From an optimization exercise on the open Yosys and OpenROAD flow, aimed at small area, a short achievable clock period and few clock cycles per item; shortcuts taken in it are not production practice. At most, simulation tests tie the RTL to the original design; equivalence was not proved. Power figures rest on the tool's default switching activity, not on a simulated workload. No driver is modelled on the clock port, so clocking that relies on it looks cheaper here than on a real chip.

==> exp/cedar: inputs <==
==> flow/design.v (excerpt) <==
module fc_layer #(
    parameter IN_SIZE = 75,
    parameter OUT_SIZE = 10,
    parameter DATA_WIDTH = 16
)(
    input  wire clk,
    input  wire reset_n,
    input  wire start_fc,
    input  wire data_valid,
    input  wire signed [DATA_WIDTH-1:0] map_in_serial,
    input  wire signed [DATA_WIDTH-1:0] weight_serial,
    input  wire signed [DATA_WIDTH-1:0] bias_serial,
    output reg finish_fc,
    output reg signed [DATA_WIDTH-1:0] predict_out,
    output reg predict_out_valid
);
export LEC_CHECK = 0
export CAP_MARGIN = 20
export CORE_MARGIN = 2
export CORE_UTILIZATION = 50
export CTS_CLUSTER_DIAMETER = 60
export CTS_CLUSTER_SIZE = 25
export PLACE_DENSITY = 0.6
export SLEW_MARGIN = 20
export SYNTH_MEMORY_MAX_BITS = 16384
create_clock -name core_clock -period 15.0 [get_ports {clk}]
standard.sh (not shown) runs the stock make flow with config.mk's settings and CLKGATE_MAP_FILE= SYNTH_SCRIPT=/design/flow/synth_recipe.tcl, a recipe that flattens the netlist after the stock synthesis.
==> flow/flow/run.sh <==
#!/bin/bash
# Standard ORFS layout (the standard.sh, unchanged synthesis and steps).
# Only difference: the resizer's repair_timing is asked for a setup margin,
# so it works on paths well below the 15 ns period, and ABC maps for a
# shorter period. The SDC (period, I/O delays, loads) is not changed.
set -euo pipefail
bash standard.sh SETUP_SLACK_MARGIN=11.0 ABC_CLOCK_PERIOD_IN_PS=3800 finish > standard_flow.log 2>&1
==> exp/juniper (differences from exp/cedar) <==
==> flow/flow/run.sh (replaced) <==
#!/bin/bash
# Standard ORFS layout (the standard.sh, unchanged synthesis and steps).
# Differences: the resizer's repair_timing is asked for a setup margin, so it
# works on paths well below the 15 ns period; ABC maps for a shorter period;
# ports get buf_1 buffers (the resizer upsizes them where timing needs it);
# CTS inserts no dummy loads. The SDC (period, I/O delays, loads) is not changed.
set -euo pipefail
bash standard.sh SETUP_SLACK_MARGIN=10.8 ABC_CLOCK_PERIOD_IN_PS=3800 \
  "BUFFER_PORTS_ARGS=-buffer_cell sky130_fd_sc_hd__buf_1" \
  "CTS_ARGS=-sink_clustering_enable -repair_clock_nets -sink_clustering_size 30 -sink_clustering_max_diameter 100 -dont_use_dummy_load" \
  finish > standard_flow.log 2>&1
- CTS_CLUSTER_DIAMETER: 60 -> 100
- CTS_CLUSTER_SIZE: 25 -> 30
==> exp/lagoon (differences from exp/cedar) <==
- CTS_CLUSTER_DIAMETER: 60 -> 100
- CTS_CLUSTER_SIZE: 25 -> 30
==> exp/willow (differences from exp/cedar) <==
--- a/flow/design.v
+++ b/flow/design.v
@@ -24,13 +24,13 @@
     reg en;               
     reg first;            
     reg lastp;            
     reg push;             
     reg push2;            
-    reg bv;               
-    reg b9;               
     reg [15:0] d;         
+    wire ld_b = data_valid && (phase == LD_B);
+    wire last_b = (cnt_o == OUT_SIZE-1);
     reg [7:0] neg, one, two;
     always @(posedge clk or negedge reset_n) begin
         if (!reset_n) begin
             phase <= IDLE;
             cnt_i <= 7'd0;
@@ -40,26 +40,22 @@
             en <= 1'b0;
             first <= 1'b0;
             lastp <= 1'b0;
             push <= 1'b0;
             push2 <= 1'b0;
-            bv <= 1'b0;
-            b9 <= 1'b0;
             predict_out_valid <= 1'b0;
             finish_fc <= 1'b0;
         end else begin
             ring_en <= data_valid && (phase == LD_X || phase == LD_W);
             ring_ld <= (phase == LD_X);
             en <= data_valid && (phase == LD_W);
             first <= data_valid && (phase == LD_W) && (cnt_i == 7'd0);
             lastp <= data_valid && (phase == LD_W) && (cnt_i == IN_SIZE-1) && (cnt_o != OUT_SIZE-1);
             push <= lastp;
             push2 <= push;
-            bv <= data_valid && (phase == LD_B);
-            b9 <= (cnt_o == OUT_SIZE-1);
-            predict_out_valid <= bv;
-            finish_fc <= bv && b9;
+            predict_out_valid <= ld_b;
+            finish_fc <= ld_b && last_b;
             if (start_fc) begin
                 phase <= LD_X;
                 cnt_i <= 7'd0;
                 cnt_o <= 4'd0;
             end else if (data_valid) begin
@@ -93,11 +89,11 @@
                 endcase
             end
         end
     end
     always @(posedge clk) begin
-        d <= (phase == LD_X) ? map_in_serial : bias_serial;
+        d <= map_in_serial;
     end
     wire [15:0] wv = (data_valid && phase == LD_W) ? weight_serial : 16'd0;
     wire [16:0] wx = {wv, 1'b0};
     integer b;
     always @(posedge clk)
@@ -1042,10 +1038,10 @@
     reg [15:0] sum_r;     
     always @(posedge clk)
         sum_r <= sum[28:13];
     reg [16*(OUT_SIZE-1)-1:0] psum;
     always @(posedge clk)
-        if (push2 || (bv && !b9))
+        if (push2 || (ld_b && !last_b))
             psum <= {sum_r, psum[16*(OUT_SIZE-1)-1:16]};
     always @(posedge clk)
-        predict_out <= (b9 ? sum_r : psum[15:0]) + d;
+        predict_out <= (last_b ? sum_r : psum[15:0]) + bias_serial;
 endmodule
- CTS_CLUSTER_DIAMETER: 60 -> 100
- CTS_CLUSTER_SIZE: 25 -> 30
==> summary of the runs <==
- Combinational power: exp/cedar is higher than exp/juniper (about 20%).
- In sequential power, exp/willow and exp/juniper hardly differ.
- Against exp/lagoon, the register-to-register slack of exp/willow is better by 0.03 ns.
- Between exp/juniper and exp/lagoon, the lower worst hold slack is in exp/lagoon (gap 0.016 ns).
- Utilization: exp/juniper < exp/lagoon < exp/willow < exp/cedar.
- Cell count, highest first: exp/cedar, exp/willow, exp/lagoon, exp/juniper.
- Against exp/lagoon, the flip-flop and latch count of exp/willow is lower by 2.
- Against exp/lagoon, the synthesized area of exp/willow is smaller by about 0.4%.
Testbench counts of exp/cedar, summed over its fixed seeds: cycles 53,568, images 64.
Testbench counts of exp/juniper, summed over its fixed seeds: cycles 53,568, images 64.
Testbench counts of exp/lagoon, summed over its fixed seeds: cycles 53,568, images 64.
No functional check of the RTL was part of exp/willow.

---

==> run a <==
Another version of the RTL of fc_layer (not shown whole).
Settings: LEC_CHECK=0, CAP_MARGIN=20, CORE_MARGIN=2, CORE_UTILIZATION=50, PLACE_DENSITY=0.6, SLEW_MARGIN=20, SYNTH_MEMORY_MAX_BITS=16384; clock period 15.0 ns.
==> flow/flow/run.sh <==
#!/bin/bash
# Standard ORFS layout; the resizer is asked to aim below the clock period
# (setup margin), synthesis maps for a shorter period. Constraints unchanged.
set -euo pipefail
bash standard.sh SETUP_SLACK_MARGIN=10.8 ABC_CLOCK_PERIOD_IN_PS=4000 finish > standard_flow.log 2>&1
==> inputs of run b, as changes to run a <==
==> flow/run.sh (new file) <==
#!/bin/bash
# synth_recipe.tcl (not shown) runs the flow's synth.tcl, then flattens the netlist and writes it again
# the make line also repeats each setting of config.mk as NAME=value (left out here)
make -C /OpenROAD-flow-scripts/flow DESIGN_CONFIG=/design/flow/config.mk WORK_HOME=/design/flow/orfs CLKGATE_MAP_FILE= SYNTH_SCRIPT=/design/flow/synth_recipe.tcl finish
--- a/flow/config.mk
+++ b/flow/config.mk
@@ -7,7 +7,7 @@
 export LEC_CHECK = 0
 export CAP_MARGIN = 20
 export CORE_MARGIN = 2
-export CORE_UTILIZATION = 50
-export PLACE_DENSITY = 0.6
+export CORE_UTILIZATION = 25
+export PLACE_DENSITY = 0.35
 export SLEW_MARGIN = 20
 export SYNTH_MEMORY_MAX_BITS = 16384
removed: flow/flow/run.sh
removed: flow/standard.sh
==> inputs of run c, as changes to run a <==
==> flow/run.sh (new file) <==
#!/bin/bash
# synth_recipe.tcl (not shown) runs the flow's synth.tcl, then flattens the netlist and writes it again
# the make line also repeats each setting of config.mk as NAME=value (left out here)
make -C /OpenROAD-flow-scripts/flow DESIGN_CONFIG=/design/flow/config.mk WORK_HOME=/design/flow/orfs CLKGATE_MAP_FILE= SYNTH_SCRIPT=/design/flow/synth_recipe.tcl finish
--- a/flow/config.mk
+++ b/flow/config.mk
@@ -5,6 +5,7 @@
 export SDC_FILE = /design/flow/constraint.sdc
 export NUM_CORES = 4
 export LEC_CHECK = 0
+export ABC_CLOCK_PERIOD_IN_PS = 4000
 export CAP_MARGIN = 20
 export CORE_MARGIN = 2
 export CORE_UTILIZATION = 50
removed: flow/flow/run.sh
removed: flow/standard.sh
==> notes <==
Cell count: run c < run a < run b.
The highest non-clock buffer count belongs to run a, the lowest to run c.
Die area is the same in run a and run c.
First-iteration DRC count, lowest first: run c, run b, run a.
Sequential cell count is the same in run c and run a.
Sequential power is about the same in run a and run c.
In critical path depth, run b and run c do not differ.
Between run c and run a, the lower sequential share of layout area is in run a (gap 1.0 points).
Run c produced a clean layout. Run a completed without violations. Run b passed the timing, DRC and antenna checks.
Via count is about the same in run b and run a.
Count of clock-buffer cells in the layout: run b > run c > run a.
==> figures <==
Clock latency of the later-clocked register in the worst-skew pair: run b 0.79 ns; run a 0.73 ns; run c 0.74 ns
Hold Crit Start: run b psum[119]$_DFFE_PP_; run a lastp$_DFF_PN0_; run c ring[117]$_DFFE_PP_
Internal power: run b 6.91 mW; run a 6.82 mW; run c 6.72 mW
Total leakage power: run b 22.5 nW; run a 22.7 nW; run c 22.1 nW
Result of the run: run b no timing/DRC/antenna violations; run a no timing/DRC/antenna violations; run c no timing/DRC/antenna violations
Clock-cell share: run b 8.10%; run a 7.64%; run c 7.60%
CP Data Arrival Time: run b 5.55 ns; run a 1.22 ns; run c 5.39 ns
Highest routed layer: run b met4; run a met4; run c met5
Setup slack after layout: run b 10.13 ns; run a 10.78 ns; run c 10.26 ns
Total chip power: run b 8.73 mW; run a 8.46 mW; run c 8.36 mW
Power in the clock group: run b 3.83 mW; run a 3.57 mW; run c 3.49 mW
Maximum number of pins on one net before global-route repair: run b 176; run a 219; run c 221
VDD IR-drop max: run b 114 uV; run a 96.0 uV; run c 103 uV
Combinational cell fraction of total power: run b 1.6%; run a 1.7%; run c 1.4%
Tapcell Cnt: run b 2,838; run a 1,403; run c 1,403
Post-route non-filler standard cell count: run b 5,934; run a 4,521; run c 4,456
Power per unit of standard cell area: run b 137 nW/um^2; run a 136 nW/um^2; run c 137 nW/um^2
Post-detailed-placement cell area: run b 58,400 um^2; run a 56,500 um^2; run c 56,500 um^2
First-pass GRT wire length: run b 160 mm; run a 135 mm; run c 133 mm
Worst-path cell with the longest stage delay: run b xnor2_1; run a dfrtp_1; run c a31oi_4
Total met3 wirelength after detailed routing: run b 4.23 mm; run a 4.72 mm; run c 4.31 mm
Non-Filler Cell Area, Final: run b 63,700 um^2; run a 62,200 um^2; run c 61,200 um^2
Testbench counts of run a, summed over its fixed seeds: cycles 53,568, images 64.
Testbench counts of run b, summed over its fixed seeds: cycles 53,568, images 64.
Testbench counts of run c, summed over its fixed seeds: cycles 53,568, images 64.

## what the ideal ports hide
The flow's constraints put no driver on any port. The routed layouts listed below were extracted and timed again, unchanged, in two steps.
Step 1 assumes that a clkbuf_16 drives the clock port and a buf_2 every other input.
Step 2 times the ports against the registers' clock, not the clock port: input delays grow and output delays shrink by t, the midpoint of the rising clock arrivals with the driver on.
Three values: no drivers, after step 1, after step 2; two values: the first two.
| run | t (ns) | setup WS [ns] | clock arrival spread, ns | slew at the worst register clock pin (ns) | pins driven straight from the clock port |
|---|---|---|---|---|---|
| exp/cedar | 0.758 | 10.798 / 10.732 / 10.683 | 0.032 / 0.033 | 0.09 / 0.09 | 1 |
| exp/juniper | 0.726 | 10.823 / 10.756 / 10.254 | 0.052 / 0.053 | 0.12 / 0.12 | 1 |
| exp/lagoon | 0.765 | 10.756 / 10.688 / 10.673 | 0.058 / 0.058 | 0.12 / 0.12 | 1 |
| exp/willow | 0.762 | 10.544 / 10.583 / 9.821 | 0.036 / 0.035 | 0.12 / 0.12 | 1 |
| run a | 0.784 | 10.777 / 10.710 / 10.456 | 0.029 / 0.030 | 0.06 / 0.06 | 1 |
| run b | 0.848 | 10.127 / 10.066 / 9.854 | 0.047 / 0.048 | 0.07 / 0.07 | 1 |
| run c | 0.788 | 10.263 / 10.263 / 9.673 | 0.034 / 0.033 | 0.07 / 0.07 | 1 |
After both steps setup and hold are still met in every run listed. For exp/willow, which loses most, drivers alone change the setup slack by +0.039 ns; drivers and shift together by -0.723 ns.
